Context: an optimization exercise on an open-source flow, tuned for small area. The choices shown serve that exercise and are no tape-out recipe.
Only simulation tests tie the RTL to the original design; equivalence was not proved.

run a:
==> flow/design.v (excerpt) <==
module ImagineThinker(clk,rst,inst_addr,inst_data,data_addr,data_rdata,data_wdata,data_we);
Size in the first run: ~99 I/O pins, ~36,000 um^2 of cells after synthesis.
==> flow/config.mk <==
export PLATFORM = sky130hd
export DESIGN_NAME = ImagineThinker
export DESIGN_NICKNAME = ImagineThinker
export VERILOG_FILES = /design/flow/design.v
export SDC_FILE = /design/flow/constraint.sdc
export NUM_CORES = 4
export LEC_CHECK = 0
export ABC_CLOCK_PERIOD_IN_PS = 10000
export CAP_MARGIN = 20
export CORE_MARGIN = 2
export CORE_UTILIZATION = 50
export CTS_BUF_LIST = sky130_fd_sc_hd__clkbuf_4
export CTS_CLUSTER_DIAMETER = 60
export CTS_CLUSTER_SIZE = 7
export SLEW_MARGIN = 20
==> flow/constraint.sdc <==
create_clock -name core_clock -period 10.0 [get_ports {clk}]
set_input_delay 2.0000 -clock core_clock [delete_from_list [all_inputs] [get_ports {clk}]]
set_output_delay 2.0000 -clock core_clock [all_outputs]
set_load 0.01 [all_outputs]
standard.sh (not shown) runs the stock make flow with config.mk's settings and CLKGATE_MAP_FILE= SYNTH_SCRIPT=/design/flow/synth_recipe.tcl, a recipe that flattens the netlist after the stock synthesis.
==> flow/flow/run.sh <==
#!/bin/bash
# Own layout flow: the standard ORFS flow (standard.sh) with a copy of the
# ORFS scripts in which
#  - synthesis maps logic with an area-oriented ABC script (flow/abc_area.script)
#    and keeps the module hierarchy through technology mapping
#    (SYNTH_HIERARCHICAL=1; the standard flow's synthesis script flattens it afterwards as
#    usual), so that each module is mapped on its own; flip-flops are mapped
#    by the unchanged dfflibmap step, before ABC;
#  - the quick ABC pass inside Yosys's synth is skipped for the multiplier
#    modules only (flow/synth_proc.tcl);
#  - full adders are not extracted in the modules named it_fast* (the
#    multiplier's final parallel-prefix adder and the divider's two
#    subtractors), so ABC maps their carry logic as plain gates, which are
#    faster than a chain of full-adder cells;
#  - port buffering uses the smallest buffer cell;
#  - clock tree synthesis inserts no dummy loads.
# Each tool's output goes to ORFS's own per-step logs under orfs/logs; this
# script's own output goes to flow_setup.log and flow_make.log.
set -euo pipefail
W=$(pwd)
S=$W/myscripts
{
  rm -rf "$S"
  cp -r "$FLOW_HOME/scripts" "$S"
  cp "$W/flow/abc_area.script" "$S/abc_speed.script"
  cp "$W/flow/abc_area.script" "$S/abc_area.script"
  sed -i 's/buffer_ports {\*}\[env_var_or_empty BUFFER_PORTS_ARGS\]/buffer_ports -buffer_cell sky130_fd_sc_hd__buf_1/' "$S/global_place.tcl"
  sed -i 's/^  -repair_clock_nets\]/  -repair_clock_nets -dont_use_dummy_load]/' "$S/cts.tcl"
  { cat "$W/flow/synth_proc.tcl"; tail -n +2 "$W/synth_recipe.tcl"; } > "$W/my_synth.tcl"
  sed -i 's/^  extract_fa {\*}\[dont_use_extract_fa_args\]$/  extract_fa {*}[dont_use_extract_fa_args] {*}[lsearch -all -inline -not [tee -q -s result.string select -list-mod *] it_fast*]/' "$S/synth.tcl"
  grep -n "extract_fa {" "$S/synth.tcl"
  grep -n "buffer_ports" "$S/global_place.tcl"
  grep -n "dont_use_dummy_load" "$S/cts.tcl"
  cat "$W/my_synth.tcl"
} > "$W/flow_setup.log" 2>&1
bash standard.sh SCRIPTS_DIR="$S" SYNTH_HIERARCHICAL=1 SYNTH_SCRIPT="$W/my_synth.tcl" finish > "$W/flow_make.log" 2>&1
Other scripts of this flow, unchanged in this note and not shown: flow/flow/abc_area.script, flow/flow/synth_proc.tcl
Setup changes, run a to run b
Settings: CORE_UTILIZATION changed from 50 to 56.
--- outcome ---
- [compare] base=run a new=run b: final non-filler cell total fell 2.1%, length of routed wiring on met1 shrank by about 1.2%, number of clock buffers in the layout decreased by 0.88% relative to the old numbers.
- Of run a and run b, the lower critical path depth in cells belongs to run b.
- Comparing run a and run b, the higher full die area is on run a.
- Core footprint for run b: 7400 um^2 down relative to run a
- Run b vs run a, worst setup slack went down by 16 ps.
- Run b finished every step from synthesis to the final layout, and the layout passed the timing, DRC and antenna checks.

---

Another version of the RTL of ImagineThinker (not shown whole).
For scale: ~3,000 cells after synthesis, roughly 720 flip-flops, about 99 I/O pins, roughly 37,000 µm² of cells after synthesis.
export LEC_CHECK = 0
export ABC_CLOCK_PERIOD_IN_PS = 10000
export CAP_MARGIN = 20
export CORE_MARGIN = 2
export CORE_UTILIZATION = 45
export CTS_BUF_LIST = sky130_fd_sc_hd__clkbuf_4
export SLEW_MARGIN = 20
create_clock -name core_clock -period 10.0 [get_ports {clk}]
==> flow/flow/run.sh <==
#!/bin/bash
# Own layout flow: the standard ORFS flow (standard.sh) with a copy of the
# ORFS scripts in which
#  - synthesis maps logic with an area-oriented ABC script (flow/abc_area.script);
#    flip-flops are mapped by the unchanged dfflibmap step, before ABC,
#  - port buffering uses the smallest buffer cell,
#  - clock tree synthesis inserts no dummy loads,
#  - synthesis keeps the module hierarchy through technology mapping
#    (SYNTH_HIERARCHICAL=1, then flattened by the standard flow's synthesis script as usual),
#    so that each module is mapped on its own.
set -euo pipefail
W=$(pwd)
S=$W/myscripts
{
  rm -rf "$S"
  cp -r "$FLOW_HOME/scripts" "$S"
  cp "$W/flow/abc_area.script" "$S/abc_speed.script"
  cp "$W/flow/abc_area.script" "$S/abc_area.script"
  sed -i 's/buffer_ports {\*}\[env_var_or_empty BUFFER_PORTS_ARGS\]/buffer_ports -buffer_cell sky130_fd_sc_hd__buf_1/' "$S/global_place.tcl"
  sed -i 's/^  -repair_clock_nets\]/  -repair_clock_nets -dont_use_dummy_load]/' "$S/cts.tcl"
  grep -n "buffer_ports" "$S/global_place.tcl"
  grep -n "dont_use_dummy_load" "$S/cts.tcl"
} > "$W/flow_setup.log" 2>&1
bash standard.sh SCRIPTS_DIR="$S" SYNTH_HIERARCHICAL=1 finish > "$W/flow_make.log" 2>&1
==> flow/flow/abc_area.script <==
strash
dch -f
map -a
topo
Change:
==> flow/flow/abc_area.script (replaced) <==
strash
dch -f
map -a
strash
dch -f
map -a
topo
- CORE_UTILIZATION: 45 -> 50
- CTS_CLUSTER_DIAMETER: default -> 60
- CTS_CLUSTER_SIZE: default -> 7
- The changed run completed without violations
- setup slack gains 0.017 ns
- final area came out lower slightly
- fmax barely changes

## afterwards: timing with drivers on the ports
No port has a modelled driver above. Below, the same layouts with a new extraction and two added sets of constraints.
Step 1 (the two cells are an assumption about what drives the block):
set clk [get_ports {clk}]
set_driving_cell -lib_cell sky130_fd_sc_hd__clkbuf_16 $clk
set_driving_cell -lib_cell sky130_fd_sc_hd__buf_2 [delete_from_list [all_inputs] $clk]
Step 2 also shifts input and output timing later by t, the mid clock arrival at the registers, as if the neighbouring blocks saw the same clock.
a / b / c = ideal ports / drivers / drivers and shift; a / b = the first two.
run | t (ns) | slack for setup (ns) | worst setup path after step 2 | clock arrival spread, ns | cell pins on the clock port's net
run a | 0.926 | 0.438 / 0.438 / 0.438 | register to register | 0.198 / 0.197 | 1
run b | 0.953 | 0.422 / 0.422 / 0.422 | register to register | 0.120 / 0.120 | 1
the first run of note 2 | 1.076 | 0.339 / 0.339 / 0.339 | register to register | 0.163 / 0.164 | 1
the second run of note 2 | 0.964 | 0.356 / 0.356 / 0.356 | register to register | 0.204 / 0.203 | 1
After both steps setup and hold are still met in every run listed.
